This design comes from an exercise in tuning for small area on the open sky130 flow, not from production work. The RTL was checked by simulation tests, not by an equivalence proof against the original design. No activity file was given, so power comes from the tool's default toggle rates.

`design/flow/config.mk`:
```
export PLATFORM = sky130hd
export DESIGN_NAME = TwoDigitAdder
export DESIGN_NICKNAME = TwoDigitAdder
export VERILOG_FILES = /design/flow/design.v
export SDC_FILE = /design/flow/constraint.sdc
export NUM_CORES = 4
export LEC_CHECK = 0
export ABC_AREA = 1
export CAP_MARGIN = 20
export CORE_MARGIN = 2
export CORE_UTILIZATION = 40
export SLEW_MARGIN = 20
```
`design/flow/constraint.sdc`:
```
create_clock -name core_clock -period 40.0 [get_ports {clk}]
set_input_delay 8.0000 -clock core_clock [delete_from_list [all_inputs] [get_ports {clk}]]
set_output_delay 8.0000 -clock core_clock [all_outputs]
set_load 0.01 [all_outputs]
```
`design/flow/run.sh`:
```
#!/bin/bash
# synth_recipe.tcl (not shown) runs the flow's synth.tcl, then flattens the netlist and writes it again
# the make line also repeats each setting of config.mk as NAME=value (left out here)
make -C /OpenROAD-flow-scripts/flow DESIGN_CONFIG=/design/flow/config.mk WORK_HOME=/design/flow/orfs CLKGATE_MAP_FILE= SYNTH_SCRIPT=/design/flow/synth_recipe.tcl finish
```
`design/flow/design.v`:
```
module ButtonDebounce(
    input wire clk,
    input wire reset,
    input wire button_in,
    output reg button_out
);
reg button_ff1, button_ff2;
reg button_state;
reg button_state_prev;
reg [17:0] cnt_q;
localparam [17:0] INV = 18'h2AAAA;
wire [17:0] counter = cnt_q ^ INV;
wire at_limit = (counter == 18'd0);
wire fb = counter[17] ^ counter[10] ^ (counter[16:0] == 17'd0);
wire run = ~reset & ~at_limit & (button_ff2 ^ button_state);
always @(posedge clk) begin
    if (reset) begin
        button_ff1 <= 1'b0;
        button_ff2 <= 1'b0;
        button_state <= 1'b0;
        button_out <= 1'b0;
    end else begin
        button_ff1 <= button_in;
        button_ff2 <= button_ff1;
        if (at_limit)
            button_state <= button_ff2;
        button_out <= button_state & ~button_state_prev;
    end
end
always @(posedge clk)
    button_state_prev <= button_state;
always @(posedge clk) begin
    cnt_q <= {counter[16:0] & {17{run}}, ~run | fb} ^ INV;
end
endmodule
module uart_tx (
    input wire i_Clock,
    input wire i_Reset,
    input wire i_Tx_DV,
    input wire [3:0] i_Tx_Code,
    output reg o_Tx_Serial,
    output wire o_Tx_Done,
    output wire o_Tx_Done_Prev
);
    localparam IDLE    = 4'd0;
    localparam IDLE_D  = 4'd1;
    localparam START   = 4'd2;
    localparam STOP    = 4'd3;
    localparam CLEANUP = 4'd4;
    localparam [13:0] INV = 14'h2AAA;
    reg [3:0] r_SM;
    reg [13:0] cnt_q;
    reg [3:0] r_Tx_Code;
    wire [13:0] r_Clock_Count = cnt_q ^ INV;
    wire bit_end = (r_Clock_Count == 14'h0729);    
    wire idle = (r_SM[3:1] == 3'b000);
    wire cnt_run = ~(idle | bit_end);    
    wire is_nl = r_Tx_Code[3] & r_Tx_Code[1];
    reg data_bit;
    always @* begin
        case (r_SM[2:0])
            3'd0: data_bit = r_Tx_Code[0];
            3'd1: data_bit = r_Tx_Code[1];
            3'd2: data_bit = r_Tx_Code[2];
            3'd3: data_bit = r_Tx_Code[3];
            3'd4: data_bit = ~is_nl;
            3'd5: data_bit = ~is_nl;
            default: data_bit = 1'b0;
        endcase
    end
    assign o_Tx_Done = (r_SM == CLEANUP);
    assign o_Tx_Done_Prev = (r_SM == IDLE_D);
    always @(posedge i_Clock) begin
        cnt_q <= ({r_Clock_Count[12:0], ~(r_Clock_Count[13] ^ r_Clock_Count[12])} & {14{cnt_run}}) ^ INV;
    end
    always @(posedge i_Clock) begin
        if (idle & i_Tx_DV)
            r_Tx_Code <= i_Tx_Code;
    end
    always @(posedge i_Clock) begin
        if (i_Reset) begin
            r_SM <= IDLE;
            o_Tx_Serial <= 1'b1;
        end else if (r_SM[3]) begin
            o_Tx_Serial <= data_bit;
            if (bit_end)
                r_SM <= (r_SM == 4'd15) ? STOP : r_SM + 4'd1;
        end else begin
            case (r_SM)
                IDLE, IDLE_D: begin
                    o_Tx_Serial <= 1'b1;
                    r_SM <= i_Tx_DV ? START : IDLE;
                end
                START: begin
                    o_Tx_Serial <= 1'b0;
                    if (bit_end) r_SM <= 4'd8;
                end
                STOP: begin
                    o_Tx_Serial <= 1'b1;
                    if (bit_end) r_SM <= CLEANUP;
                end
                CLEANUP: r_SM <= IDLE_D;
                default: r_SM <= IDLE;
            endcase
        end
    end
endmodule
module fa_cell(input wire a, input wire b, input wire c, output wire s, output wire co);
    assign s = a ^ b ^ c;
    assign co = (a & b) | (a & c) | (b & c);
endmodule
module add3(input wire [3:0] d, output wire [3:0] o);
    assign o[3] = d[3] | (d[2] & (d[1] | d[0]));
    assign o[2] = d[0] ? d[3] : (d[2] & ~d[1]);
    assign o[1] = d[0] ? d[1] : (d[3] | (~d[2] & d[1]));
    assign o[0] = d[0] ? ~(d[3] | d[2]) : o[3];
endmodule
module mac8(input wire [7:0] x, input wire [7:0] y, input wire [7:0] z,
            input wire cin, output wire [15:0] p);
    wire [8:0] r [0:7];
    genvar i, j;
    generate
        wire [8:0] c0;
        assign c0[0] = cin;
        for (j = 0; j < 8; j = j + 1) begin : row0
            fa_cell u(.a(x[j] & y[0]), .b(z[j]), .c(c0[j]), .s(r[0][j]), .co(c0[j+1]));
        end
        assign r[0][8] = c0[8];
        assign p[0] = r[0][0];
        for (i = 1; i < 8; i = i + 1) begin : row
            wire [8:0] c;
            assign c[0] = 1'b0;
            for (j = 0; j < 8; j = j + 1) begin : col
                fa_cell u(.a(r[i-1][j+1]), .b(x[j] & y[i]), .c(c[j]), .s(r[i][j]), .co(c[j+1]));
            end
            assign r[i][8] = c[8];
            assign p[i] = r[i][0];
        end
    endgenerate
    assign p[15:8] = r[7][8:1];
endmodule
module div8(input wire [7:0] a, input wire [7:0] b, output wire [7:0] q);
    wire [7:0] nb = ~b;
    wire [8:0] hz;
    assign hz[8] = 1'b1;
    genvar i, j;
    generate
        for (i = 7; i >= 0; i = i - 1) begin : hzg
            assign hz[i] = hz[i+1] & ~b[i];
        end
    endgenerate
    wire [7:0] rem [0:8];
    assign rem[8] = 8'd0;
    generate
        for (i = 7; i >= 0; i = i - 1) begin : st
            localparam W = 8 - i;
            wire [W-1:0] t;
            if (W > 1) begin : tw
                assign t = {rem[i+1][W-2:0], a[i]};
            end else begin : t1
                assign t = a[i];
            end
            wire [W:0] c;
            wire [W-1:0] d;
            assign c[0] = 1'b1;
            for (j = 0; j < W; j = j + 1) begin : sb
                fa_cell u(.a(t[j]), .b(nb[j]), .c(c[j]), .s(d[j]), .co(c[j+1]));
            end
            assign q[i] = hz[W] & c[W];
            if (i > 0) begin : rm
                assign rem[i][W-1:0] = q[i] ? d : t;
                if (W < 8) begin : pad
                    assign rem[i][7:W] = {(8-W){1'b0}};
                end
            end else begin : rm0
                assign rem[i] = 8'd0;
            end
        end
    endgenerate
endmodule
module bin2bcd16(input wire [15:0] x, output wire [15:0] bcd);
    wire [15:0] s [0:16];
    assign s[0] = 16'd0;
    genvar i, k;
    generate
        for (i = 0; i < 16; i = i + 1) begin : sh
            wire [15:0] adj;
            for (k = 0; k < 4; k = k + 1) begin : dg
                add3 u(.d(s[i][4*k+3:4*k]), .o(adj[4*k+3:4*k]));
            end
            assign s[i+1] = {adj[14:0], x[15-i]};
        end
    endgenerate
    assign bcd = s[16];
endmodule
module bin2bcd8(input wire [7:0] x, output wire [7:0] bcd);
    wire [7:0] s [0:8];
    assign s[0] = 8'd0;
    genvar i, k;
    generate
        for (i = 0; i < 8; i = i + 1) begin : sh
            wire [7:0] adj;
            for (k = 0; k < 2; k = k + 1) begin : dg
                add3 u(.d(s[i][4*k+3:4*k]), .o(adj[4*k+3:4*k]));
            end
            assign s[i+1] = {adj[6:0], x[7-i]};
        end
    endgenerate
    assign bcd = s[8];
endmodule
module calc_unit(
    input wire st_add, input wire st_sub, input wire st_mul, input wire st_div,
    input wire st_s1, input wire st_s2,
    input wire [7:0] num1, input wire [7:0] num2, input wire [3:0] digit,
    output wire [15:0] bcd, output wire [7:0] mac_lo,
    output wire num1_lt, output wire num2_zero
);
    wire st_store = st_s1 | st_s2;
    wire [7:0] quotient;
    div8 u_div(.a(num1), .b(num2), .q(quotient));
    assign num2_zero = (num2 == 8'd0);
    assign num1_lt = ~num2_zero & (quotient == 8'd0);
    wire x_q  = st_div & ~num2_zero;
    wire x_n2 = st_s2 | (st_sub & num1_lt);
    wire x_n1 = ~st_div & ~x_n2;
    wire [7:0] mac_x = ({8{x_n1}} & num1) | ({8{x_n2}} & num2) | ({8{x_q}} & quotient);
    wire [7:0] mac_y = st_mul ? num2 : {4'b0000, st_store, 1'b0, st_store, ~st_store};
    wire z_n2  = st_add;
    wire z_nn1 = st_sub & num1_lt;
    wire z_nn2 = st_sub & ~num1_lt;
    wire [7:0] mac_z = ({8{z_n2}} & num2) | ({8{z_nn1}} & ~num1) | ({8{z_nn2}} & ~num2) |
                       ({8{st_store}} & {4'b0000, digit});
    wire [15:0] mac_p;
    mac8 u_mac(.x(mac_x), .y(mac_y), .z(mac_z), .cin(st_sub), .p(mac_p));
    assign mac_lo = mac_p[7:0];
    wire [15:0] calc_bin = {mac_p[15:9], mac_p[8] & ~st_sub, mac_p[7:0]};
    bin2bcd16 u_conv(.x(calc_bin), .bcd(bcd));
endmodule
module lt99(input wire [7:0] x, output wire lt);
    wire l1 = ~x[1] | ~x[0];
    wire l4 = ~x[4] & ~x[3] & ~x[2] & l1;
    assign lt = ~x[7] & (~x[6] | ~x[5] | l4);
endmodule
module incdec8(input wire [7:0] x, input wire dec, output wire [7:0] y);
    wire [8:0] t;
    assign t[0] = 1'b1;
    genvar i;
    generate
        for (i = 0; i < 8; i = i + 1) begin : b
            assign y[i] = x[i] ^ t[i];
            assign t[i+1] = t[i] & (x[i] ^ dec);
        end
    endgenerate
endmodule
module TwoDigitAdder(
    input wire clk,
    input wire rst,
    input wire rx,
    input wire [3:0] switches,
    input wire btn_right,
    input wire btn_left,
    input wire btn_up,
    input wire btn_down,
    input wire btn_calc,
    output wire tx,
    output reg [3:0] an,
    output wire [6:0] seg,
    output reg [3:0] led
);
wire btn_right_debounced, btn_left_debounced;
wire btn_up_debounced, btn_down_debounced, btn_calc_debounced;
ButtonDebounce debounce_calc  (.clk(clk), .reset(rst), .button_in(btn_calc),  .button_out(btn_calc_debounced));
ButtonDebounce debounce_right (.clk(clk), .reset(rst), .button_in(btn_right), .button_out(btn_right_debounced));
ButtonDebounce debounce_left  (.clk(clk), .reset(rst), .button_in(btn_left),  .button_out(btn_left_debounced));
ButtonDebounce debounce_up    (.clk(clk), .reset(rst), .button_in(btn_up),    .button_out(btn_up_debounced));
ButtonDebounce debounce_down  (.clk(clk), .reset(rst), .button_in(btn_down),  .button_out(btn_down_debounced));
localparam WAIT_NUM1      = 4'd0,
           STORE_NUM1     = 4'd1,
           WAIT_NUM2      = 4'd2,
           STORE_NUM2     = 4'd3,
           WAIT_COMMAND   = 4'd4,
           DISPLAY_RESULT = 4'd5,
           WAIT_RESTART   = 4'd6,
           ADDITION       = 4'd12,
           SUBTRACTION    = 4'd13,
           MULTIPLICATION = 4'd14,
           DIVISION       = 4'd15;
localparam OP_ADD = 2'd0,
           OP_SUB = 2'd1,
           OP_MUL = 2'd2,
           OP_DIV = 2'd3;
reg [3:0] control_state;
reg [7:0] num1, num2;
reg [15:0] result;           
reg result_negative;
reg division_by_zero;
reg [1:0] operation_type;
reg show_result;             
reg display_uart_done;
wire in_op   = control_state[3] & control_state[2];
wire st_add  = (control_state == ADDITION);
wire st_sub  = (control_state == SUBTRACTION);
wire st_mul  = (control_state == MULTIPLICATION);
wire st_div  = (control_state == DIVISION);
wire st_s1   = (control_state == STORE_NUM1);
wire st_s2   = (control_state == STORE_NUM2);
wire st_store = st_s1 | st_s2;
wire in_display = (control_state == DISPLAY_RESULT);
reg [2:0] tx_state;
reg tx_dv;
wire tx_done, tx_done_previous;
wire tx_done_edge = tx_done;     
reg [3:0] tx_code;
always @* begin
    case (tx_state)
        3'd0: tx_code = result[15:12];
        3'd1: tx_code = result[11:8];
        3'd2: tx_code = result[7:4];
        3'd3: tx_code = result[3:0];
        default: tx_code = 4'd10;
    endcase
end
uart_tx uart_transmitter (
    .i_Clock(clk),
    .i_Reset(rst),
    .i_Tx_DV(tx_dv),
    .i_Tx_Code(tx_code),
    .o_Tx_Serial(tx),
    .o_Tx_Done(tx_done),
    .o_Tx_Done_Prev(tx_done_previous)
);
always @(posedge clk) begin
    if (rst) begin
        tx_state <= 3'd0;
        tx_dv <= 1'b0;
    end else begin
        if (tx_done_edge)
            tx_dv <= 1'b0;
        if (in_display && !display_uart_done) begin
            if (tx_state == 3'd5) begin
                tx_dv <= 1'b0;
            end else begin
                if (!tx_dv && !tx_done)
                    tx_dv <= 1'b1;
                if (tx_done_edge)
                    tx_state <= tx_state + 3'd1;
            end
        end else if (!in_display) begin
            tx_dv <= 1'b0;
            tx_state <= 3'd0;
        end
    end
end
localparam [13:0] RX_INV = 14'h2AAA;
reg [3:0] rx_state;
reg [13:0] rx_cnt_q;
reg [7:0] rx_byte;
wire [13:0] clk_count = rx_cnt_q ^ RX_INV;
wire rx_data_valid = (rx_state == 4'd1);
wire rx_idle = (rx_state[3:1] == 3'b000);
wire half_bit = (clk_count == 14'h3a31);    
wire full_bit = (clk_count == 14'h0729);    
wire rx_sample = rx_state[3] ? full_bit :
                 (rx_state == 4'd2) ? half_bit :
                 (rx_state == 4'd3) ? full_bit : 1'b0;
wire rx_cnt_run = ~(rx_idle | rx_sample);    
always @(posedge clk) begin
    rx_cnt_q <= ({clk_count[12:0], ~(clk_count[13] ^ clk_count[12])} & {14{rx_cnt_run}}) ^ RX_INV;
end
always @(posedge clk) begin
    if (rx_state[3] & full_bit)
        rx_byte <= {rx, rx_byte[7:1]};
end
always @(posedge clk) begin
    if (rst) begin
        rx_state <= 4'd0;
    end else if (rx_idle) begin
        rx_state <= rx ? 4'd0 : 4'd2;
    end else if (rx_sample) begin
        if (rx_state == 4'd2)
            rx_state <= rx ? 4'd0 : 4'd8;
        else if (rx_state == 4'd3)
            rx_state <= 4'd1;
        else if (rx_state == 4'd15)
            rx_state <= 4'd3;
        else
            rx_state <= rx_state + 4'd1;
    end
end
wire rx_is_digit = (rx_byte[7:4] == 4'h3) & ~(rx_byte[3] & (rx_byte[2] | rx_byte[1]));
wire [3:0] rx_digit = rx_byte[3:0];
wire [15:0] calc_bcd;
wire [7:0] mac_lo;
wire num1_lt, num2_zero;
calc_unit u_calc(.st_add(st_add), .st_sub(st_sub), .st_mul(st_mul), .st_div(st_div),
                 .st_s1(st_s1), .st_s2(st_s2), .num1(num1), .num2(num2), .digit(rx_digit),
                 .bcd(calc_bcd), .mac_lo(mac_lo), .num1_lt(num1_lt), .num2_zero(num2_zero));
wire num1_lt99, num2_lt99;
lt99 u_lt1(.x(num1), .lt(num1_lt99));
lt99 u_lt2(.x(num2), .lt(num2_lt99));
wire [7:0] num1_step, num2_step;
incdec8 u_step1(.x(num1), .dec(btn_left_debounced), .y(num1_step));
incdec8 u_step2(.x(num2), .dec(btn_down_debounced), .y(num2_step));
always @(posedge clk) begin
    if (rst) begin
        control_state <= WAIT_NUM1;
        num1 <= 8'd0; num2 <= 8'd0; result <= 16'd0;
        result_negative <= 1'b0; division_by_zero <= 1'b0;
        operation_type <= OP_ADD;
        show_result <= 1'b0;
        display_uart_done <= 1'b0;
        led <= 4'b0000;
    end else begin
        if (in_display && !display_uart_done && tx_state == 3'd4 && tx_done_edge)
            display_uart_done <= 1'b1;
        if ((btn_right_debounced && num1_lt99) || (btn_left_debounced && num1 != 8'd0))
            num1 <= num1_step;
        if ((btn_up_debounced && num2_lt99) || (btn_down_debounced && num2 != 8'd0))
            num2 <= num2_step;
        if (btn_calc_debounced) begin
            case (switches)
                4'b0010: begin operation_type <= OP_SUB; led <= 4'b0010; control_state <= SUBTRACTION; end
                4'b0100: begin operation_type <= OP_MUL; led <= 4'b0100; control_state <= MULTIPLICATION; end
                4'b1000: begin operation_type <= OP_DIV; led <= 4'b1000; control_state <= DIVISION; end
                default: begin operation_type <= OP_ADD; led <= 4'b0001; control_state <= ADDITION; end
            endcase
        end
        if (rx_data_valid) begin
            case (control_state)
                WAIT_NUM1: if (rx_is_digit) begin
                    num1 <= {4'd0, rx_digit};
                    control_state <= STORE_NUM1;
                end
                STORE_NUM1: if (rx_is_digit) begin
                    num1 <= mac_lo;
                    control_state <= WAIT_NUM2;
                end
                WAIT_NUM2: if (rx_is_digit) begin
                    num2 <= {4'd0, rx_digit};
                    control_state <= STORE_NUM2;
                end
                STORE_NUM2: if (rx_is_digit) begin
                    num2 <= mac_lo;
                    control_state <= WAIT_COMMAND;
                end
                WAIT_COMMAND: begin
                    if (switches[0]) begin
                        operation_type <= OP_ADD; led <= 4'b0001; control_state <= ADDITION;
                    end else if (switches[1]) begin
                        operation_type <= OP_SUB; led <= 4'b0010; control_state <= SUBTRACTION;
                    end else if (switches[2]) begin
                        operation_type <= OP_MUL; led <= 4'b0100; control_state <= MULTIPLICATION;
                    end else if (switches[3]) begin
                        operation_type <= OP_DIV; led <= 4'b1000; control_state <= DIVISION;
                    end
                    if (rx_byte == 8'd43) begin
                        operation_type <= OP_ADD; control_state <= ADDITION;
                    end else if (rx_byte == 8'd45) begin
                        operation_type <= OP_SUB; control_state <= SUBTRACTION;
                    end else if (rx_byte == 8'd42) begin
                        operation_type <= OP_MUL; control_state <= MULTIPLICATION;
                    end else if (rx_byte == 8'd47) begin
                        operation_type <= OP_DIV; control_state <= DIVISION;
                    end
                end
                DISPLAY_RESULT: begin
                    if (rx_byte == 8'd114 || rx_byte == 8'd82) begin
                        control_state <= WAIT_NUM1;
                        display_uart_done <= 1'b0;
                        num1 <= 8'd0; num2 <= 8'd0;
                    end else if (rx_byte == 8'd110 || rx_byte == 8'd78) begin
                        control_state <= WAIT_RESTART;
                        display_uart_done <= 1'b0;
                    end
                end
                WAIT_RESTART: if (rx_is_digit) begin
                    num1 <= {4'd0, rx_digit};
                    num2 <= 8'd0;
                    result <= 16'd0;
                    result_negative <= 1'b0;
                    division_by_zero <= 1'b0;
                    led <= 4'b0000;
                    control_state <= STORE_NUM1;
                end
                default: ;
            endcase
        end
        if (in_op) begin
            result <= calc_bcd;
            result_negative <= st_sub & num1_lt;
            division_by_zero <= st_div & num2_zero;
            display_uart_done <= 1'b0;
            control_state <= DISPLAY_RESULT;
        end
        if (in_display) begin
            show_result <= 1'b1;
            led <= 4'b0001 << operation_type;
        end
    end
end
localparam [16:0] RF_INV = 17'h0AAAA;
reg [16:0] rf_cnt_q;
reg [1:0] display_selector;
reg [3:0] current_digit;
reg [3:0] shown_digit;       
wire [16:0] refresh_counter = rf_cnt_q ^ RF_INV;
wire refresh_end = (refresh_counter == 17'h0a8d7);    
wire rf_run = ~(rst | refresh_end);
always @(posedge clk) begin
    rf_cnt_q <= ({refresh_counter[15:0], ~(refresh_counter[16] ^ refresh_counter[13])} & {17{rf_run}}) ^ RF_INV;
end
always @(posedge clk) begin
    if (rst)
        display_selector <= 2'd0;
    else if (refresh_end)
        display_selector <= display_selector + 2'd1;
end
always @(posedge clk) begin
    if (rst)
        an <= 4'b1111;
    else
        an <= ~(4'b0001 << display_selector);
end
wire [7:0] num_shown = display_selector[1] ? num1 : num2;
wire [7:0] num_bcd;
bin2bcd8 u_numconv(.x(num_shown), .bcd(num_bcd));
always @(posedge clk) begin
    if (!show_result) begin
        current_digit <= display_selector[0] ? num_bcd[7:4] : num_bcd[3:0];
    end else if (division_by_zero) begin
        case (display_selector)
            2'd0: current_digit <= 4'd11;
            2'd1: current_digit <= 4'd12;
            2'd2: current_digit <= 4'd11;
            default: current_digit <= 4'd14;
        endcase
    end else begin
        case (display_selector)
            2'd0: current_digit <= result[3:0];
            2'd1: current_digit <= result[7:4];
            2'd2: current_digit <= result[11:8];
            default: current_digit <= operation_type[1] ? result[15:12] :
                                      result_negative ? 4'd10 : result[11:8];
        endcase
    end
end
always @(posedge clk) begin
    if (rst)
        shown_digit <= 4'd15;
    else
        shown_digit <= current_digit;
end
reg [6:0] seg_r;
always @* begin
    case (shown_digit)
        4'd0: seg_r = 7'b1000000;
        4'd1: seg_r = 7'b1111001;
        4'd2: seg_r = 7'b0100100;
        4'd3: seg_r = 7'b0110000;
        4'd4: seg_r = 7'b0011001;
        4'd5: seg_r = 7'b0010010;
        4'd6: seg_r = 7'b0000010;
        4'd7: seg_r = 7'b1111000;
        4'd8: seg_r = 7'b0000000;
        4'd9: seg_r = 7'b0010000;
        4'd10: seg_r = 7'b0111111;
        4'd11: seg_r = 7'b0101111;
        4'd12: seg_r = 7'b0100011;
        4'd13: seg_r = 7'b1000111;
        4'd14: seg_r = 7'b0000110;
        default: seg_r = 7'b1111111;
    endcase
end
assign seg = seg_r;
endmodule
```
==> results of run 1 <==
cells in the mapped netlist (5+ instances only):
master	number	share of area [%]
a21oi_2	6	0.34
o22ai_1	26	1.0
o31ai_1	5	0.24
clkinv_1	10	0.24
inv_1	247	6.0
a211oi_1	5	0.24
nand2_2	28	1.1
nand2_1	492	12
inv_2	37	0.89
o211ai_1	7	0.34
nand4_1	33	1.3
nand3_1	127	4.1
a21oi_1	100	3.2
a221oi_1	7	0.39
edfxtp_1	12	2.3
o21ai_0	103	3.3
clkbuf_1	27	0.65
nor2_4	6	0.43
nor2_2	12	0.48
a31oi_1	15	0.60
nand3b_1	10	0.48
a22oi_1	7	0.34
nand3_2	18	1.2
or2_2	7	0.28
o221ai_1	6	0.34
o21ai_2	12	0.68
fa_1	76	9.8
ha_1	43	3.5
nor4_1	17	0.68
dfxtp_1	236	30
xor2_1	14	0.79
o21ai_1	16	0.51
nor3_1	24	0.77
nor2_1	280	6.8
state kept, by name (all words and copies together), names as in the netlist, 3 cells and up:
name                        flops
debounce_calc.cnt_q            18
uart_transmitter.cnt_q         14
rx_cnt_q                       14
rx_byte                         8
debounce_down.cnt_q            18
debounce_right.cnt_q           18
tx_state                        3
an                              4
current_digit                   4
rx_state                        4
uart_transmitter.r_SM           4
uart_transmitter.r_Tx_Code      4
num2                            8
debounce_left.cnt_q            18
seg                             7
led                             4
rf_cnt_q                       17
control_state                   4
num1                            8
result                         16
debounce_up.cnt_q              18
power groups by stage:
stage               Clock (W)  Combinational (W)  Sequential (W)
finish               0.000255           0.000108        0.000262
CTS                  0.000261           0.000107        0.000261
detailed placement          0           0.000106        0.000267
floorplan                   0          0.0000783        0.000266
global route         0.000273           0.000124        0.000262
global placement            0           0.000105        0.000267
how the worst min path moves through the flow:
stage | from | to | slack (ns) | cells after the start
after floorplan | debounce_right.cnt_q[16] | debounce_right.cnt_q[17] | 0.36 | 1
after global placement | debounce_left.button_state | debounce_left.button_state_prev | 0.37 | 0
after detailed placement | debounce_left.button_state | debounce_left.button_state_prev | 0.37 | 0
after CTS | debounce_down.button_state | debounce_down.button_state_prev | 0.38 | 0
after global routing | debounce_left.button_state | debounce_left.button_state_prev | 0.39 | 0
final | debounce_down.button_state | debounce_down.button_state_prev | 0.38 | 0
through the flow:
step                total power, W  instance area [µm²]  util, %  std cells
floorplan                0.0003445                15560        -       2147
global placement         0.0003720                16380    42.48       2665
detailed placement       0.0003729                16380    42.48       2665
CTS                      0.0006298                17320    44.92       2713
global route             0.0006592                17320    44.92       2713
finish                   0.0006248                17320    44.92       2713
metal layers:
metal  global-route usage [%]  vias to the layer above  routed length, µm
met5                        0                        -                  0
met4                    4.386                        0                759
met2                    31.57                      304              17010
li1                         -                     7101                  -
met1                    24.35                     6576              17470
met3                    2.559                       55               1818
worst max-delay path: cells and delay by family, from the launching register on:
kind | cells | cell delay, ns
adders and majority gates | 45 | 18.79
DFF | 1 | 0.48
and+or+nand+nor | 47 | 6.16
AOI/OAI and AO/OA | 20 | 3.52
buffers and inverters | 15 | 1.51
kinds of logic (layout without fill, tap and decap cells):
kind of cell	count (synthesis)	after routing	synth area share, %
simple gates	1077	1077	30.70
buf+inv	328	376	8.073
flops	248	248	32.68
fa+ha+maj	121	121	13.36
xor+xnor	15	15	0.8443
compound gates	358	358	14.34
final cells by class:
type	count	area (µm²)	area share, %
clock buffers	35	755.7	4.363
inverters	295	1112	6.422
flip-flops and latches	248	5085	29.36
well taps	518	648.1	3.742
repair buffers	33	310.3	1.791
multi-input cells	1571	9225	53.26
clock inverters	13	185.2	1.069
cells in the final DEF, fill, tap and decap left out, types with 18 or more instances in the layout:
cell type / netlist / routed
nand3_1: 127 / 127
a21oi_1: 100 / 100
inv_1: 247 / 247
ha_1: 43 / 43
inv_2: 37 / 37
fa_1: 76 / 76
nand4_1: 33 / 33
nor3_1: 24 / 24
clkdlybuf4s50_1: 0 / 26
o21ai_0: 103 / 103
nand2_1: 492 / 492
nand3_2: 18 / 18
o22ai_1: 26 / 26
dfxtp_1: 236 / 236
nand2_2: 28 / 28
clkbuf_16: 0 / 27
nor2_1: 280 / 280
==> impl_metrics.tcl, run 1 <==
set metrics [dict create \
    power.sequential.fraction_pct 41.9 \
    drt_wl_total_um 37050 \
    timing.critical_path.slowest_stage_cell "a21oi_1" \
    clk_pin_slew_worst_paths_ns 0.07 \
    ys.flop_type "dfxtp_1" \
    cap_viol_max_count 0 \
    drt_iter0_markers 998 \
    whs_ns 0.3784 \
    clock.fmax_mhz 32.64 \
    tritoncts "built" \
    unrepaired_setup_endpoints_after_global_routing "no" \
    finalHoldViolCount 0 \
    pre_cts_ws_ns 9.443 \
    leakage_power_nw 7.695 \
    syn_area_um2 15560 \
    num_io_pins 28 \
    wl_per_cell_um 13.66 \
    diodes 0 \
    syn_avg_cell_area_um2 7.247 \
    inserted_clock_buffers 26 \
    placementRows 72 \
    start_util_pct 40.36 \
    ctsRootBufferMaster "clkbuf_16" \
    grt_first_pass_wirelength_um 63670 \
    report.final.setup_viol 0 \
    critical_path_arrival_ns 31.02 \
    cell_internal_pwr_w 0.0004459 \
    synth_sequential_area_ratio_pct 32.68 \
    crit_fanout 13 \
    swShare_pct 28.63 \
    r2r_slack_ns 9.36 \
    flow.area_growth_from_synthesis_pct 11.32 \
    finalWorstPathRequiredPeriod_ns 30.64 \
    p_comb_share_pct 17.3 \
    worstSetupEndpointType "register" \
    clock_latency_ns 0.54 \
    grt_start_max_net_pins 68 \
    slew_violations 0 \
    clkSinkCount 248 \
    power.share.clock_pct 40.8 \
    yosys_register_bits 248 \
    timing_worst_setup_path_type "reg2reg" \
    globalplace.congestion 0.9623 \
    final_layout_setup_total_negative_slack_ns 0 \
    final.setup.worst_slack_ns 9.363 \
    drt-pass1-iter-count 6 \
    post_synth_inst_count 2147 \
    crit_path_end "result[13]" \
    synthesis.nets 2278 \
    dr_total_vias 14040 \
    cpMostUsedCell "fa_1" \
    total_track_usage_pct 18.34 \
    input_output_buffers 27 \
    clock_tree.htree_level_count 1 \
    timing.reg2reg.worst_path_depth 127 \
    async_reset_ff_share_pct 0 \
    antenna_found_initial 0 \
    max-vdd-ir-drop_v 0.00003228 \
    final.fill_count 4007 \
    crit-reg2reg-launch "num2[5]" \
    startpoint "num2[5]" \
    fp.coreArea_um2 38560 \
    holdCritPathClass "reg2reg" \
    critical_path.reg2reg.endpoint "result[13]" \
    cts-root-to-sink-buffers 3 \
    finish.net_count 2306 \
    fin_worst_skew_ns 0.01691 \
    post-route-period-util_pct 76.59 \
    yosysWarnings 7 \
    synth_edf_count 12 \
    cp_slowest_stage_delay_ns 0.63 \
    worst_slew_pin_slew_ns 1.037 \
    max_slew_margin_pct 30.16 \
    startpoint_type_of_the_worst_setup_path "register" \
    total_global_routing_overflow 0 \
    detailed_place_hpwl_um 28310 \
    final_antenna_net_count 0 \
    via_cell_ratio 5.174 \
    cts_hold_buf 0 \
    run_status "timing/DRC/antenna clean" \
    power.density_nw_per_um2 36.07 \
    floorplan.die_area_um2 40490 \
    synth.lib_cells_used.distinct 76 \
    die_y_um 201.2 \
    power.net_switching_w 0.0001789 \
    worstPathRequired_ns 40.38 \
    chipWidth_um 201.2 \
    cts_resized 0 \
    cts_post_setup_buffers_inserted 0 \
    number_of_global_route_vias_before_repair 13660 \
    drc 0 \
    post_route_cells_drive_above_1_share_pct 9.066 \
]
==> run 2: changes to the inputs <==
==> design/flow/flow/run.sh (new file) <==
#!/bin/bash
# Own layout flow: the standard synthesis, then the combinational logic of its netlist is
# mapped again with a stronger ABC script (every flip-flop instance, name and cell type is kept),
# then the standard layout from the floorplan on. The new netlist is used only if ABC's cec
# proves it equivalent to the standard one (flip-flops cut into inputs and outputs); otherwise the
# standard netlist is laid out unchanged.
# Logs: log_synth.txt, log_reopt.txt, log_cec.txt, log_layout.txt in the work folder.
set -uo pipefail
W=$(pwd)
F=$W/flow
YOSYS=$(command -v yosys || true)
[[ -x "$YOSYS" ]] || YOSYS=$FLOW_HOME/../tools/install/yosys/bin/yosys
ABC=$(dirname "$YOSYS")/yosys-abc
R=$W/orfs/results/$FLOW_PLATFORM/TwoDigitAdder/base
LIB=$FLOW_HOME/platforms/$FLOW_PLATFORM/lib/sky130_fd_sc_hd__tt_025C_1v80.lib
TOP=$FLOW_TOP

bash standard.sh synth > "$W/log_synth.txt" 2>&1 || exit 1
cp "$R/1_2_yosys.v" "$W/synth_std.v"

# don't-use cells of the platform
DU=""
for c in $(grep -o "lpflow_[a-z0-9_]*\|probe[a-z_0-9]*" "$FLOW_HOME/platforms/$FLOW_PLATFORM/config.mk" | sort -u); do
  DU="$DU -dont_use sky130_fd_sc_hd__$c"
done
SEQ="sky130_fd_sc_hd__dfxtp_1 sky130_fd_sc_hd__dfxtp_2 sky130_fd_sc_hd__dfxtp_4 sky130_fd_sc_hd__edfxtp_1 sky130_fd_sc_hd__dfrtp_1 sky130_fd_sc_hd__dfrtp_2 sky130_fd_sc_hd__dfrtp_4 sky130_fd_sc_hd__dfstp_1 sky130_fd_sc_hd__dfxbp_1"

cat > "$W/reopt.ys" <<EOS
read_liberty -overwrite -ignore_miss_func $LIB
blackbox $SEQ
read_verilog -sv $W/synth_std.v
hierarchy -top $TOP
flatten
opt_clean -purge
abc -liberty $LIB $DU -script $F/abc_area.script -D $(awk "BEGIN{print $FLOW_PERIOD_NS*1000}")
opt_clean -purge
hilomap -singleton -hicell sky130_fd_sc_hd__conb_1 HI -locell sky130_fd_sc_hd__conb_1 LO
splitnets
opt_clean -purge
insbuf -buf sky130_fd_sc_hd__buf_4 A X
rename -hide w:_*
read_liberty -overwrite -setattr liberty_cell -lib $LIB
check -assert -mapped
stat -liberty $LIB
write_verilog -noattr -nohex -nodec $W/synth_reopt.v
EOS

use_reopt=0
if "$YOSYS" -l "$W/log_reopt.txt" "$W/reopt.ys" > /dev/null 2>&1; then
  # equivalence: flip-flops cut into ports in both netlists, then ABC cec
  ok=1
  for n in std reopt; do
    python3 "$F/cutff.py" "$W/synth_$n.v" "$W/cut_$n.v" >> "$W/log_cec.txt" 2>&1 || ok=0
    "$YOSYS" -q -p "read_liberty -overwrite -ignore_miss_func $LIB; read_verilog -sv $W/cut_$n.v; hierarchy -top $TOP; flatten; techmap; opt_clean -purge; setundef -zero; write_blif $W/cut_$n.blif" >> "$W/log_cec.txt" 2>&1 || ok=0
  done
  if [[ $ok == 1 ]]; then
    timeout 1200 "$ABC" -c "cec $W/cut_std.blif $W/cut_reopt.blif" >> "$W/log_cec.txt" 2>&1 || true
    if grep -q "Networks are equivalent" "$W/log_cec.txt"; then use_reopt=1; fi
  fi
fi
if [[ $use_reopt == 1 ]]; then
  echo "using the re-mapped netlist" | tee -a "$W/log_cec.txt"
  cp "$W/synth_reopt.v" "$R/1_2_yosys.v"
  touch "$R/1_2_yosys.v"
else
  echo "using the standard netlist" | tee -a "$W/log_cec.txt"
fi

bash standard.sh finish > "$W/log_layout.txt" 2>&1 || exit 1
==> design/flow/flow/abc_area.script (new file) <==
&get -n
&deepsyn -T 60
&put
dch -f
amap
strash
dch -f
amap
topo
==> design/flow/flow/cutff.py (new file) <==
#!/usr/bin/env python3
# cutff.py in.v out.v : turn every flip-flop instance into a port pair (Q -> input, next state -> output)
import re, sys
src = open(sys.argv[1]).read()
inst_re = re.compile(r'^\s*(sky130_fd_sc_hd__(e?dfxtp|dfrtp|dfxbp)_\d)\s+(\\\S+\s|\S+)\s*\((.*?)\);', re.S | re.M)
ports = []; decl = []; assigns = []
def pins(body):
    return dict(re.findall(r'\.(\w+)\(\s*(.*?)\s*\)\s*(?:,|$)', body.strip(), re.S))
n = 0
def repl(m):
    global n
    cell, kind, name, body = m.group(1), m.group(2), m.group(3).strip(), m.group(4)
    p = pins(body)
    tag = re.sub(r'[^A-Za-z0-9_]', '_', name)
    q, d = p['Q'], p['D']
    ports.append(f'ffq_{tag}'); ports.append(f'ffd_{tag}')
    decl.append(f'  input ffq_{tag};\n  output ffd_{tag};')
    assigns.append(f'  assign {q} = ffq_{tag} ;')
    if kind == 'edfxtp':
        assigns.append(f'  assign ffd_{tag} = {p["DE"]} ? {d} : {q} ;')
    else:
        assigns.append(f'  assign ffd_{tag} = {d} ;')
    n += 1
    return ''
out = inst_re.sub(repl, src)
# add ports to module header and declarations after header
m = re.search(r'module\s+TwoDigitAdder\s*\((.*?)\);', out, re.S)
hdr = m.group(0)
newhdr = hdr[:-2] + ', ' + ', '.join(ports) + ');\n' + '\n'.join(decl)
out = out.replace(hdr, newhdr, 1)
out = out.replace('endmodule', '\n'.join(assigns) + '\nendmodule', 1)
open(sys.argv[2], 'w').write(out)
print("cut", n, "flops", file=sys.stderr)
==> design/flow/standard.sh (new file) <==
#!/bin/bash
# synth_recipe.tcl (not shown) runs the flow's synth.tcl, then flattens the netlist and writes it again
# the make line also repeats each setting of config.mk as NAME=value (left out here)
make -C /OpenROAD-flow-scripts/flow DESIGN_CONFIG=/design/flow/config.mk WORK_HOME=/design/flow/orfs CLKGATE_MAP_FILE= SYNTH_SCRIPT=/design/flow/synth_recipe.tcl "${@:-finish}"
--- a/design/flow/config.mk
+++ b/design/flow/config.mk
@@ -9,4 +9,5 @@
 export CAP_MARGIN = 20
 export CORE_MARGIN = 2
 export CORE_UTILIZATION = 40
+export CTS_BUF_LIST = sky130_fd_sc_hd__clkbuf_4
 export SLEW_MARGIN = 20
removed: design/flow/run.sh
==> impl_metrics.tcl, run 2 <==
set metrics [dict create \
    run_status "timing/DRC/antenna clean" \
    finalWorstPathRequiredPeriod_ns 34.55 \
    antenna_found_initial 1 \
    min_delay_path_depth 1 \
    synthesis.nets 1942 \
    worstPathRequired_ns 40.58 \
    power.density_nw_per_um2 37.33 \
    final.fill_count 3448 \
    cap_viol_max_count 0 \
    timing.hold.worst_endpoint "debounce_calc.cnt_q[7]" \
    placementRows 67 \
    timing.reg2reg.worst_path_depth 190 \
    chipWidth_um 187.1 \
    via_cell_ratio 5.537 \
    fin_worst_skew_ns 0.06172 \
    flow.area_growth_from_synthesis_pct 13.21 \
    startpoint_type_of_the_worst_setup_path "register" \
    post_route_cells_drive_above_1_share_pct 5.769 \
    final_antenna_net_count 0 \
    cts_post_setup_buffers_inserted 0 \
    globalplace.congestion 0.9276 \
    drt_iter0_markers 1006 \
    syn_area_um2 13400 \
    leakage_power_nw 5.171 \
    report.final.setup_viol 0 \
    clock_tree.htree_level_count 3 \
    fp.coreArea_um2 33280 \
    start_util_pct 40.28 \
    final.setup.worst_slack_ns 5.454 \
    r2r_slack_ns 5.45 \
    met2_usage_pct 32.86 \
    clkSinkCount 248 \
    timing_worst_setup_path_type "reg2reg" \
    cp_slowest_stage_delay_ns 0.85 \
    clock.fmax_mhz 28.95 \
    final_layout_setup_total_negative_slack_ns 0 \
    place.detailed.instances 2413 \
    grt_util_met3_pct 4.897 \
    clk_pin_slew_worst_paths_ns 0.07 \
    startpoint "num2[5]" \
    cts_hold_buf 0 \
    max_slew_margin_pct 28.45 \
    ctsRootBufferMaster "clkbuf_4" \
    timing.critical_path.slowest_stage_cell "o21ai_0" \
    whs_ns 0.3562 \
    grt_most_used_layer "met2" \
    die_y_um 187.1 \
    worstSetupEndpointType "register" \
    pre_cts_ws_ns 6.326 \
    cts-root-to-sink-buffers 3 \
    drt_wl_total_um 36850 \
    crit_fanout 9 \
    total_global_routing_overflow 0 \
    kind_of_cell_adding_the_most_delay_to_the_critical_path "compound AO/OA/AOI/OAI gates" \
    tritoncts "built" \
    dr_total_vias 14000 \
    num_io_pins 28 \
    holdCritPathClass "reg2reg" \
    global_route.usage.met1_pct 27.82 \
    max-vdd-ir-drop_v 0.00002735 \
    finalHoldViolCount 0 \
    unrepaired_setup_endpoints_after_global_routing "no" \
    wl_per_cell_um 14.57 \
    detailed_place.area_um2 14290 \
    final_design_area_no_fill_um2 15170 \
    detailed_place_hpwl_um 27130 \
    inserted_clock_buffers 67 \
    mostFrequentLayoutCell "nor2_1" \
    floorplan.die_area_um2 34990 \
    post-route-period-util_pct 86.37 \
    cp.buffers_inverters 15 \
    cpMostUsedCell "nor2_1" \
    syn_avg_cell_area_um2 6.945 \
    grt_first_pass_wirelength_um 61820 \
    worst_hold_startpoint "debounce_calc.cnt_q[6]" \
    critical_path_arrival_ns 35.12 \
    grt_start_max_net_pins 55 \
    drt-pass1-iter-count 9 \
    critical_path.reg2reg.endpoint "result[10]" \
    cts_resized 0 \
    worst_slew_pin_slew_ns 1.062 \
    finalNonFillerCells 2529 \
    clock_latency_ns 0.74 \
    most-common-layout-cells "470 x nor2_1, 236 x dfxtp_1, 201 x clkinv_1" \
    number_of_global_route_vias_before_repair 13110 \
    input_output_buffers 27 \
    finish.net_count 2046 \
    yosysWarnings 7 \
    total_track_usage_pct 21.04 \
    drc 0 \
    slew_violations 0 \
    crit-reg2reg-launch "num2[5]" \
    post_synth_inst_count 1930 \
]
-- run 2: final cells by class --
class / count / area, µm² / share of cell area [%]
diodes: 1 / 2.502 / 0.01649
clock buffers: 96 / 720.7 / 4.749
clock inverters: 19 / 148.9 / 0.9812
inverters: 191 / 716.9 / 4.725
multi-input cells: 1487 / 7585 / 49.98
flip-flops and latches: 248 / 5085 / 33.51
well taps: 448 / 560.5 / 3.694
repair buffers: 39 / 355.3 / 2.342
-- run 2: worst max path at each step --
stage | end | slack, ns | cells after the start
after CTS | result[10] | 6.15 | 189
after global placement | result[10] | 7.79 | 191
after detailed placement | result[10] | 6.33 | 189
final | result[10] | 5.45 | 190
after global routing | result[10] | 0.67 | 192
after floorplan | result[10] | 11.52 | 190
-- run 2: through the flow --
stage / total power [W] / util [%]
final: 0.0005664 / 45.60
after global routing: 0.0005973 / 45.60
after CTS: 0.0005743 / 45.55
after detailed placement: 0.0003417 / 42.94
after global placement: 0.0003403 / 42.94
after floorplan: 0.0003220 / -
-- run 2: report_power, final --
part / internal, W / switching [W]
sequential: 0.000253 / 0.00000353
clock: 0.000124 / 0.000105
combinational: 0.0000291 / 0.0000512
-- run 2: layer usage --
layer	routed length, µm	vias up	share of wire [%]
met4	1221	0	3.3
met3	2461	91	6.7
met2	15920	439	43
li1	-	7160	-
met5	0	-	0
met1	17240	6313	47
==> run 3: changes to the inputs <==
--- a/design/flow/config.mk
+++ b/design/flow/config.mk
@@ -9,5 +9,4 @@
 export CAP_MARGIN = 20
 export CORE_MARGIN = 2
 export CORE_UTILIZATION = 40
-export CTS_BUF_LIST = sky130_fd_sc_hd__clkbuf_4
 export SLEW_MARGIN = 20
==> impl_metrics.tcl, run 3 <==
set metrics [dict create \
    fin_worst_skew_ns 0.06151 \
    max-vdd-ir-drop_v 0.00003939 \
    detailed_place_hpwl_um 27130 \
    unrepaired_setup_endpoints_after_global_routing "no" \
    max_slew_margin_pct 26.55 \
    design_power_total_w 0.0005967 \
    worst_slew_pin_slew_ns 1.090 \
    number_of_global_route_vias_before_repair 12840 \
    most-common-layout-cells "470 x nor2_1, 236 x dfxtp_1, 190 x clkinv_1" \
    clk_pin_slew_worst_paths_ns 0.07 \
    power.density_nw_per_um2 39.09 \
    run_status "timing/DRC/antenna clean" \
    clock_tree.htree_level_count 1 \
    report.final.setup_viol 0 \
    chipWidth_um 187.1 \
    finalWorstPathRequiredPeriod_ns 34.51 \
    final.fill_count 3427 \
    total_global_routing_overflow 0 \
    wl_per_cell_um 14.77 \
    grt_first_pass_wirelength_um 61400 \
    drt-pass1-iter-count 7 \
    mostFrequentLayoutCell "nor2_1" \
    holdCritPathClass "reg2reg" \
    final_layout_setup_total_negative_slack_ns 0 \
    ctsRootBufferMaster "clkbuf_16" \
    final_antenna_net_count 0 \
    inserted_clock_buffers 28 \
    die_y_um 187.1 \
    post-route-period-util_pct 86.26 \
    cts-root-to-sink-buffers 3 \
    num_io_pins 28 \
    worstPathRequired_ns 40.40 \
    leakage_power_nw 5.130 \
    drt_wl_total_um 36390 \
    via_cell_ratio 5.567 \
    finish.net_count 2007 \
    grt_start_max_net_pins 55 \
    globalplace.congestion 0.9276 \
    diodes 0 \
    input_output_buffers 27 \
    finalHoldViolCount 0 \
    pre_cts_ws_ns 6.326 \
    drc 0 \
    start_util_pct 40.28 \
    timing_worst_setup_path_type "reg2reg" \
    syn_area_um2 13400 \
    cap_viol_max_count 0 \
    slew_violations 0 \
    total_track_usage_pct 20.53 \
    clkSinkCount 248 \
    cp_slowest_stage_delay_ns 0.87 \
    syn_avg_cell_area_um2 6.945 \
    drt_iter0_markers 1002 \
    antenna_found_initial 0 \
    post_route_cells_drive_above_1_share_pct 3.026 \
    startpoint_type_of_the_worst_setup_path "register" \
    flow.area_growth_from_synthesis_pct 13.88 \
    clock_latency_ns 0.57 \
    tritoncts "built" \
    placementRows 67 \
    fp.coreArea_um2 33280 \
    cts_post_setup_buffers_inserted 0 \
    floorplan.die_area_um2 34990 \
    post_synth_inst_count 1930 \
    critical_path_arrival_ns 34.90 \
    timing.critical_path.slowest_stage_cell "o21ai_0" \
    worstSetupEndpointType "register" \
    final.setup.worst_slack_ns 5.495 \
    cts_resized 0 \
    crit_fanout 9 \
    yosysWarnings 7 \
    dr_total_vias 13720 \
    cts_hold_buf 0 \
    clock.fmax_mhz 28.98 \
    synthesis.nets 1942 \
    cpMostUsedCell "o21ai_0" \
]
-- run 3: worst paths after layout --
| kind | depth (start not counted) | to | startpoint | slack (ns) |
|---|---|---|---|---|
| worst max-delay path | 189 | result[10] | num2[5] | 5.49 |
| worst max register to register | 189 | result[10] | num2[5] | 5.49 |
| worst min register to register | 0 | debounce_calc.button_state_prev | debounce_calc.button_state | 0.35 |
| worst min-delay path | 0 | debounce_calc.button_state_prev | debounce_calc.button_state | 0.35 |
-- run 3: per-stage QoR --
stage | area, µm² | std cells | utilization [%] | hold slack (ns)
after global routing | 15260 | 2464 | 45.87 | 0.3485
after global placement | 14290 | 2413 | 42.94 | 0.3449
after CTS | 15250 | 2464 | 45.83 | 0.3221
after detailed placement | 14290 | 2413 | 42.94 | 0.3463
after floorplan | 13400 | 1930 | - | 0.3380
final | 15260 | 2464 | 45.87 | 0.3473
-- run 3: per-layer routing --
metal,GRT usage [%],routed length [µm],part of all wire (%)
met5,0,0,0
met1,28.10,17410,48
met4,5.800,1014,2.8
met3,3.096,2148,5.9
met2,33.60,15810,43
-- run 3: critical path, delay by kind of cell, from the launching register on --
family,cells,cell delay (ns)
buffers and inverters,16,2.94
AND/OR/NAND/NOR,76,11.53
flip-flops,1,0.52
AO/OA/AOI/OAI,97,19.30
-- run 3: final cells by class --
cell class | count | area (µm²) | area share (%)
clock buffers | 39 | 814.5 | 5.336
multi-input cells | 1487 | 7585 | 49.69
well taps | 448 | 560.5 | 3.672
clock inverters | 12 | 147.6 | 0.9672
repair buffers | 39 | 355.3 | 2.328
flip-flops and latches | 248 | 5085 | 33.31
inverters | 191 | 716.9 | 4.697
-- run 3: power by group --
group	switching, W	internal, W
Sequential	0.00000359	0.000254
Clock	0.000103	0.000156
Combinational	0.0000514	0.0000291
==> run 4: changes to the inputs <==
--- a/design/flow/design.v
+++ b/design/flow/design.v
@@ -296,7 +296,6 @@
 reg division_by_zero;
 reg [1:0] operation_type;
 reg show_result;             
-reg display_uart_done;
 wire in_op   = control_state[3] & control_state[2];
 wire st_add  = (control_state == ADDITION);
 wire st_sub  = (control_state == SUBTRACTION);
@@ -336,15 +335,11 @@
     end else begin
         if (tx_done_edge)
             tx_dv <= 1'b0;
-        if (in_display && !display_uart_done) begin
-            if (tx_state == 3'd5) begin
-                tx_dv <= 1'b0;
-            end else begin
-                if (!tx_dv && !tx_done)
-                    tx_dv <= 1'b1;
-                if (tx_done_edge)
-                    tx_state <= tx_state + 3'd1;
-            end
+        if (in_display && tx_state != 3'd5) begin
+            if (!tx_dv && !tx_done)
+                tx_dv <= 1'b1;
+            if (tx_done_edge)
+                tx_state <= tx_state + 3'd1;
         end else if (!in_display) begin
             tx_dv <= 1'b0;
             tx_state <= 3'd0;
@@ -398,9 +393,13 @@
 wire num1_lt99, num2_lt99;
 lt99 u_lt1(.x(num1), .lt(num1_lt99));
 lt99 u_lt2(.x(num2), .lt(num2_lt99));
+wire num1_nz = (num1 != 8'd0);
+wire num2_nz = (num2 != 8'd0);
+wire num1_dec = btn_left_debounced & num1_nz;
+wire num2_dec = btn_down_debounced & num2_nz;
 wire [7:0] num1_step, num2_step;
-incdec8 u_step1(.x(num1), .dec(btn_left_debounced), .y(num1_step));
-incdec8 u_step2(.x(num2), .dec(btn_down_debounced), .y(num2_step));
+incdec8 u_step1(.x(num1), .dec(num1_dec), .y(num1_step));
+incdec8 u_step2(.x(num2), .dec(num2_dec), .y(num2_step));
 always @(posedge clk) begin
     if (rst) begin
         control_state <= WAIT_NUM1;
@@ -408,14 +407,11 @@
         result_negative <= 1'b0; division_by_zero <= 1'b0;
         operation_type <= OP_ADD;
         show_result <= 1'b0;
-        display_uart_done <= 1'b0;
         led <= 4'b0000;
     end else begin
-        if (in_display && !display_uart_done && tx_state == 3'd4 && tx_done_edge)
-            display_uart_done <= 1'b1;
-        if ((btn_right_debounced && num1_lt99) || (btn_left_debounced && num1 != 8'd0))
+        if ((btn_right_debounced && num1_lt99) || num1_dec)
             num1 <= num1_step;
-        if ((btn_up_debounced && num2_lt99) || (btn_down_debounced && num2 != 8'd0))
+        if ((btn_up_debounced && num2_lt99) || num2_dec)
             num2 <= num2_step;
         if (btn_calc_debounced) begin
             case (switches)
@@ -466,11 +462,9 @@
                 DISPLAY_RESULT: begin
                     if (rx_byte == 8'd114 || rx_byte == 8'd82) begin
                         control_state <= WAIT_NUM1;
-                        display_uart_done <= 1'b0;
                         num1 <= 8'd0; num2 <= 8'd0;
                     end else if (rx_byte == 8'd110 || rx_byte == 8'd78) begin
                         control_state <= WAIT_RESTART;
-                        display_uart_done <= 1'b0;
                     end
                 end
                 WAIT_RESTART: if (rx_is_digit) begin
@@ -489,7 +483,6 @@
             result <= calc_bcd;
             result_negative <= st_sub & num1_lt;
             division_by_zero <= st_div & num2_zero;
-            display_uart_done <= 1'b0;
             control_state <= DISPLAY_RESULT;
         end
         if (in_display) begin
==> impl_metrics.tcl, run 4 <==
set metrics [dict create \
    mostFrequentLayoutCell "nor2_1" \
    cts-root-to-sink-buffers 3 \
    num_io_pins 28 \
    via_cell_ratio 5.583 \
    run_status "timing/DRC/antenna clean" \
    fp.coreArea_um2 32700 \
    syn_avg_cell_area_um2 6.951 \
    detailed_place.area_um2 14240 \
    crit_fanout 13 \
    unrepaired_setup_endpoints_after_global_routing "no" \
    finalWorstPathRequiredPeriod_ns 35.37 \
    globalplace.congestion 0.9448 \
    drt_iter0_markers 1048 \
    placementRows 66 \
    cell_internal_pwr_w 0.0003999 \
    antenna_found_initial 0 \
    wl_per_cell_um 15.16 \
    finalCoreUtilization_pct 46.35 \
    cts_resized 0 \
    leakage_power_nw 5.099 \
    final_design_area_no_fill_um2 15160 \
    final.fill_count 3365 \
    input_output_buffers 27 \
    ctsRootBufferMaster "clkbuf_16" \
    cap_viol_max_count 0 \
    cts_hold_buf 0 \
    power.density_nw_per_um2 33.51 \
    worst_slew_pin_slew_ns 0.9551 \
    clock_tree.htree_level_count 1 \
    flow.area_growth_from_synthesis_pct 13.39 \
    cpMostUsedCell "nor2_1" \
    chipWidth_um 186.8 \
    clkSinkCount 247 \
    report.final.setup_viol 0 \
    cts_post_setup_buffers_inserted 0 \
    total_global_routing_overflow 0 \
    clock.fmax_mhz 28.28 \
    cp_slowest_stage_delay_ns 0.75 \
    post-route-period-util_pct 88.41 \
    inserted_clock_buffers 26 \
    grt_first_pass_wirelength_um 61440 \
    final_antenna_net_count 0 \
    finalHoldViolCount 0 \
    diodes 0 \
    number_of_global_route_vias_before_repair 12500 \
    grt_start_max_net_pins 48 \
    tritoncts "built" \
    detailed_place_hpwl_um 27850 \
    clk_pin_slew_worst_paths_ns 0.06 \
    timing.critical_path.slowest_stage_cell "dfxtp_1" \
    swShare_pct 21.25 \
    total_track_usage_pct 20.73 \
    drt-pass1-iter-count 6 \
    post_route_cells_drive_above_1_share_pct 3.091 \
    drc 0 \
    synthesis.nets 1935 \
    final_layout_setup_total_negative_slack_ns 0 \
    fin_worst_skew_ns 0.01660 \
    syn_area_um2 13370 \
    max_slew_margin_pct 35.84 \
    holdCritPathClass "reg2reg" \
    post_synth_inst_count 1923 \
    die_y_um 186.8 \
    p_comb_share_pct 2.1 \
    max-vdd-ir-drop_v 0.00004225 \
    worstPathRequired_ns 40.44 \
    most-common-layout-cells "431 x nor2_1, 235 x dfxtp_1, 215 x clkinv_1" \
    start_util_pct 40.87 \
    floorplan.die_area_um2 34890 \
    critical_path_arrival_ns 35.80 \
    yosysWarnings 7 \
    power.net_switching_w 0.0001079 \
    finish.net_count 1998 \
    power.sequential.fraction_pct 49.3 \
    drt_wl_total_um 37120 \
    clock_latency_ns 0.54 \
    startpoint_type_of_the_worst_setup_path "register" \
    worstSetupEndpointType "register" \
    power.share.clock_pct 48.6 \
    timing_worst_setup_path_type "reg2reg" \
    dr_total_vias 13670 \
    slew_violations 0 \
]
==> run 4: power groups by stage <==
stage	sequential (W)	clock [W]	combinational (W)
after global placement	0.000256	0	0.0000106
final	0.000250	0.000247	0.0000107
after floorplan	0.000256	0	0.00000547
after detailed placement	0.000256	0	0.0000107
after global routing	0.000250	0.000263	0.0000118
after CTS	0.000250	0.000253	0.0000107
==> run 4: final cells by class <==
type,instances,area (µm²),share of cell area (%)
clock buffer,33,748.2,4.937
clock inverter,15,153.9,1.015
inverter,216,814.5,5.374
multi-input combinational,1456,7468,49.28
sequential,247,5065,33.42
tap,442,553.0,3.649
timing repair buffer,39,352.8,2.328
==> run 4: per-layer routing <==
| layer | routed length [µm] | track usage (%) |
|---|---|---|
| met5 | 0 | 0 |
| met4 | 912 | 5.708 |
| met3 | 1986 | 2.558 |
| met2 | 16380 | 33.83 |
| met1 | 17830 | 28.85 |
==> run 4: path summary, 6_finish.rpt <==
path | from | to | slack [ns] | cells past startpoint
hold reg to reg | debounce_calc.button_state | debounce_calc.button_state_prev | 0.37 | 0
setup reg to reg | num2[2] | result[2] | 4.63 | 197
setup / recovery | num2[2] | result[2] | 4.63 | 197
hold / removal | debounce_calc.button_state | debounce_calc.button_state_prev | 0.37 | 0
==> run 4: per-stage QoR <==
| stage | instances | power, W | hold slack [ns] | worst slack [ns] |
|---|---|---|---|---|
| 2_1_floorplan | 1923 | 0.0002612 | 0.3380 | 11.13 |
| 3_3_place_gp | 2399 | 0.0002664 | 0.3428 | 6.841 |
| 3_5_place_dp | 2399 | 0.0002664 | 0.3507 | 5.115 |
| 4_1_cts | 2447 | 0.0005135 | 0.3651 | 4.977 |
| 5_1_grt | 2448 | 0.0005253 | 0.3782 | 0.1156 |
| 6_report | 2448 | 0.0005079 | 0.3661 | 4.634 |
==> run 4: worst max-delay path: cells and delay by family, from the launching register on <==
kind / cells / cell delay [ns]
buffers and inverters: 24 / 4.18
flip-flops: 1 / 0.75
AND/OR/NAND/NOR: 81 / 11.06
AO/OA/AOI/OAI: 92 / 19.32
==> run 5: changes to the inputs <==
--- a/design/flow/flow/run.sh
+++ b/design/flow/flow/run.sh
@@ -4,6 +4,7 @@
 # then the standard layout from the floorplan on. The new netlist is used only if ABC's cec
 # proves it equivalent to the standard one (flip-flops cut into inputs and outputs); otherwise the
 # standard netlist is laid out unchanged.
+# The clock tree is built with small buffers and without dummy loads (CTS_ARGS below).
 # Logs: log_synth.txt, log_reopt.txt, log_cec.txt, log_layout.txt in the work folder.
 set -uo pipefail
 W=$(pwd)
@@ -66,4 +67,6 @@
   echo "using the standard netlist" | tee -a "$W/log_cec.txt"
 fi
 
+# clock tree: small clock buffers in larger clusters, no dummy loads
+export CTS_ARGS="-sink_clustering_enable -repair_clock_nets -dont_use_dummy_load -buf_list sky130_fd_sc_hd__clkbuf_8 -sink_clustering_size 15 -sink_clustering_max_diameter 50"
 bash standard.sh finish > "$W/log_layout.txt" 2>&1 || exit 1
==> impl_metrics.tcl, run 5 <==
set metrics [dict create \
    run_status "timing/DRC/antenna clean" \
    dr_total_vias 13650 \
    tritoncts "built" \
    num_io_pins 28 \
    drt-pass1-iter-count 8 \
    input_output_buffers 27 \
    chipWidth_um 186.8 \
    power.share.clock_pct 33.9 \
    final.setup.worst_slack_ns 4.575 \
    clock_tree.htree_level_count 1 \
    final_layout_setup_total_negative_slack_ns 0 \
    timing_worst_setup_path_type "reg2reg" \
    worstSetupEndpointType "register" \
    number_of_global_route_vias_before_repair 12510 \
    cell_internal_pwr_w 0.0003085 \
    post-route-period-util_pct 88.56 \
    power.net_switching_w 0.00008615 \
    fin_worst_skew_ns 0.1082 \
    cts-root-to-sink-buffers 3 \
    diodes 0 \
    synthesis.nets 1935 \
    timing.critical_path.slowest_stage_cell "dfxtp_1" \
    placementRows 66 \
    die_y_um 186.8 \
    globalplace.congestion 0.9448 \
    post_route_cells_drive_above_1_share_pct 2.017 \
    slew_violations 0 \
    post_synth_inst_count 1923 \
    final_antenna_net_count 0 \
    clkSinkCount 247 \
    most-common-layout-cells "431 x nor2_1, 235 x dfxtp_1, 215 x clkinv_1" \
    ctsRootBufferMaster "clkbuf_8" \
    worst_slew_pin_slew_ns 0.8972 \
    max_slew_margin_pct 39.73 \
    flow.area_growth_from_synthesis_pct 9.211 \
    grt_start_max_net_pins 48 \
    clk_pin_slew_worst_paths_ns 0.09 \
    syn_avg_cell_area_um2 6.951 \
    finalWorstPathRequiredPeriod_ns 35.42 \
    cpMostUsedCell "nor2_1" \
    clock.fmax_mhz 28.23 \
    mostFrequentLayoutCell "nor2_1" \
    drt_iter0_markers 1104 \
    grt_first_pass_wirelength_um 61310 \
    finalCoreUtilization_pct 44.64 \
    max-vdd-ir-drop_v 0.00003069 \
    inserted_clock_buffers 25 \
    antenna_found_initial 0 \
    swShare_pct 21.83 \
    clock_latency_ns 0.60 \
    detailed_place.area_um2 14240 \
    cts_post_setup_buffers_inserted 0 \
    final_design_area_no_fill_um2 14600 \
    drt_wl_total_um 36890 \
    crit_fanout 13 \
    total_global_routing_overflow 0 \
    finalHoldViolCount 0 \
    p_comb_share_pct 2.7 \
    yosysWarnings 7 \
    syn_area_um2 13370 \
    cts_hold_buf 0 \
    detailed_place_hpwl_um 27850 \
    startpoint_type_of_the_worst_setup_path "register" \
    fp.coreArea_um2 32700 \
    unrepaired_setup_endpoints_after_global_routing "no" \
    finish.net_count 1997 \
    pre_cts_ws_ns 5.115 \
    worstPathRequired_ns 40.42 \
    power.sequential.fraction_pct 63.4 \
    drc 0 \
    leakage_power_nw 4.832 \
    wl_per_cell_um 15.21 \
    via_cell_ratio 5.627 \
    holdCritPathClass "reg2reg" \
    power.density_nw_per_um2 27.04 \
    report.final.setup_viol 0 \
    floorplan.die_area_um2 34890 \
    cp_slowest_stage_delay_ns 0.73 \
    total_track_usage_pct 20.69 \
    critical_path_arrival_ns 35.84 \
    cap_viol_max_count 0 \
    start_util_pct 40.87 \
]
run 5: worst paths after layout:
kind                     startpoint                      to  slack [ns]  cells past startpoint
max                         num2[2]               result[2]        4.58                    198
min          debounce_down.cnt_q[2]  debounce_down.cnt_q[3]        0.35                      1
max reg2reg                 num2[2]               result[2]        4.58                    198
min reg2reg  debounce_down.cnt_q[2]  debounce_down.cnt_q[3]        0.35                      1
run 5: power by group through the flow:
stage	Clock (W)	Combinational [W]	Sequential (W)
after floorplan	0	0.00000547	0.000256
after global placement	0	0.0000106	0.000256
after detailed placement	0	0.0000107	0.000256
after CTS	0.000138	0.0000107	0.000250
after global routing	0.000148	0.0000118	0.000250
final	0.000134	0.0000107	0.000250
run 5: layer usage:
| metal | vias up | global-route usage (%) | part of all wire (%) |
|---|---|---|---|
| met2 | 353 | 33.86 | 44 |
| met4 | 0 | 5.922 | 2.7 |
| met3 | 77 | 2.990 | 5.8 |
| li1 | 6980 | - | - |
| met1 | 6235 | 28.37 | 47 |
| met5 | - | 0 | 0 |
run 5: layout make-up:
class	instances	area [µm²]
tap	442	553.0
timing repair buffer	39	352.8
inverter	216	814.5
multi-input combinational	1456	7468
clock buffer	25	344.1
fill	3399	18100
sequential	247	5065
run 5: through the flow:
step	power, W	hold WS [ns]	instances
floorplan	0.0002612	0.3380	1923
global placement	0.0002664	0.3428	2399
detailed placement	0.0002664	0.3507	2399
CTS	0.0003989	0.3457	2424
global route	0.0004100	0.3573	2425
finish	0.0003947	0.3452	2425
run 5: repair_timing:
item,CTS,global route
resized for setup,0,1
endpoints found under the setup margin,0,2
hold endpoints to repair,0,0
run 5: critical path, delay by kind of cell (launching register included):
family	cells	cell delay [ns]
buffers and inverters	24	4.15
AOI/OAI and AO/OA	92	19.31
DFF	1	0.73
and+or+nand+nor	82	11.10
==> run 6: changes to the inputs <==
--- a/design/flow/flow/run.sh
+++ b/design/flow/flow/run.sh
@@ -68,5 +68,5 @@
 fi
 
 # clock tree: small clock buffers in larger clusters, no dummy loads
-export CTS_ARGS="-sink_clustering_enable -repair_clock_nets -dont_use_dummy_load -buf_list sky130_fd_sc_hd__clkbuf_8 -sink_clustering_size 15 -sink_clustering_max_diameter 50"
+export CTS_ARGS="-sink_clustering_enable -repair_clock_nets -dont_use_dummy_load -buf_list sky130_fd_sc_hd__clkbuf_4 -sink_clustering_size 9 -sink_clustering_max_diameter 40"
 bash standard.sh finish > "$W/log_layout.txt" 2>&1 || exit 1
==> impl_metrics.tcl, run 6 <==
set metrics [dict create \
    globalplace.congestion 0.9448 \
    clock.fmax_mhz 28.26 \
    placementRows 66 \
    synthesis.nets 1935 \
    run_status "timing/DRC/antenna clean" \
    flow.area_growth_from_synthesis_pct 8.733 \
    fin_worst_skew_ns 0.07434 \
    final_design_area_no_fill_um2 14530 \
    cts-root-to-sink-buffers 3 \
    num_io_pins 28 \
    number_of_global_route_vias_before_repair 12560 \
    cp_slowest_stage_delay_ns 0.77 \
    drt_iter0_markers 1126 \
    design_power_total_w 0.0003814 \
    finish.net_count 2009 \
    mostFrequentLayoutCell "nor2_1" \
    grt_first_pass_wirelength_um 61270 \
    tritoncts "built" \
    worst_slew_pin_slew_ns 0.9526 \
    clock_tree.htree_level_count 2 \
    detailed_place.area_um2 14240 \
    cap_viol_max_count 0 \
    power.density_nw_per_um2 26.24 \
    startpoint "num2[4]" \
    drt-pass1-iter-count 6 \
    startpoint_type_of_the_worst_setup_path "register" \
    timing.critical_path.slowest_stage_cell "dfxtp_1" \
    most-common-layout-cells "431 x nor2_1, 235 x dfxtp_1, 215 x clkinv_1" \
    max-vdd-ir-drop_v 0.00002504 \
    inserted_clock_buffers 37 \
    r2r_slack_ns 4.61 \
    grt_start_max_net_pins 48 \
    drc 0 \
    worstSetupEndpointType "register" \
    critical_path_arrival_ns 35.91 \
    report.final.setup_viol 0 \
    finalWorstPathRequiredPeriod_ns 35.39 \
    wl_per_cell_um 15.17 \
    slew_violations 0 \
    clkSinkCount 247 \
    clk_pin_slew_worst_paths_ns 0.09 \
    worstPathRequired_ns 40.52 \
    crit-reg2reg-launch "num2[4]" \
    cts_hold_buf 0 \
    antenna_found_initial 1 \
    unrepaired_setup_endpoints_after_global_routing "no" \
    cts_post_setup_buffers_inserted 0 \
    via_cell_ratio 5.605 \
    start_util_pct 40.87 \
    cpMostUsedCell "nor2_1" \
    die_y_um 186.8 \
    post_route_cells_drive_above_1_share_pct 2.607 \
    yosysWarnings 7 \
    max_slew_margin_pct 36.01 \
    chipWidth_um 186.8 \
    detailed_place_hpwl_um 27850 \
    floorplan.die_area_um2 34890 \
    drt_wl_total_um 36980 \
    holdCritPathClass "reg2reg" \
    worst_hold_startpoint "debounce_calc.button_state" \
    clock_latency_ns 0.67 \
    finalHoldViolCount 0 \
    input_output_buffers 27 \
    leakage_power_nw 4.823 \
    total_track_usage_pct 20.87 \
    final_layout_setup_total_negative_slack_ns 0 \
    timing_worst_setup_path_type "reg2reg" \
    post_synth_inst_count 1923 \
    whs_ns 0.3361 \
    total_global_routing_overflow 0 \
    dr_total_vias 13670 \
    fp.coreArea_um2 32700 \
    cts_resized 0 \
    post-route-period-util_pct 88.47 \
    final_antenna_net_count 0 \
    syn_area_um2 13370 \
    ctsRootBufferMaster "clkbuf_4" \
    syn_avg_cell_area_um2 6.951 \
    crit_fanout 14 \
]
==> run 6: final cells by class <==
| type | instances | area [µm²] |
|---|---|---|
| inverter | 216 | 814.5 |
| timing repair buffer | 39 | 352.8 |
| antenna | 1 | 2.502 |
| tap | 442 | 553.0 |
| clock buffer | 37 | 277.8 |
| multi-input combinational | 1456 | 7468 |
| fill | 3426 | 18170 |
| sequential | 247 | 5065 |
==> run 6: critical path: cells and delay by family, from the launching register on <==
family,cells,cell delay [ns]
buffers and inverters,24,4.14
DFF,1,0.77
AOI/OAI and AO/OA,92,19.30
and+or+nand+nor,82,11.07
==> run 6: where the power goes <==
group,internal (W),switching (W),leakage [nW]
Combinational,0.00000397,0.00000665,2.64
Sequential,0.000249,0.000000857,2.02
Clock,0.0000426,0.0000782,0.170
Total,0.000296,0.0000857,4.82
==> run 6: metrics by stage <==
stage / utilization, % / setup WS [ns] / std cells
after floorplan: - / 11.13 / 1923
after global placement: 43.54 / 6.841 / 2399
after detailed placement: 43.54 / 5.115 / 2399
after CTS: 44.39 / 4.915 / 2436
after global routing: 44.44 / 0.06486 / 2438
final: 44.44 / 4.612 / 2438
==> run 6: path summary, 6_finish.rpt <==
kind,to,cells past startpoint
worst min register to register,debounce_calc.button_state_prev,0
worst max register to register,result[2],198
worst min-delay path,debounce_calc.button_state_prev,0
worst max-delay path,result[2],198
==> run 6: per-layer routing <==
layer  share of wire [%]  routed length (µm)  vias up  global-route usage [%]
li1                    -                   -     7012                       -
met1                  47               17320     6169                   28.30
met2                  44               16260      400                   33.71
met3                 6.7                2466       84                   3.724
met4                 2.5                 929        0                   6.532
met5                   0                   0        -                       0

Re-timed with assumed drivers on the ports (clkbuf_16 on the clock, buf_2 on other inputs), run 6 has 4.612 ns of setup slack against 4.612 ns with ideal ports, and 4.612 ns once port delays also move by the mid clock arrival of 0.681 ns.
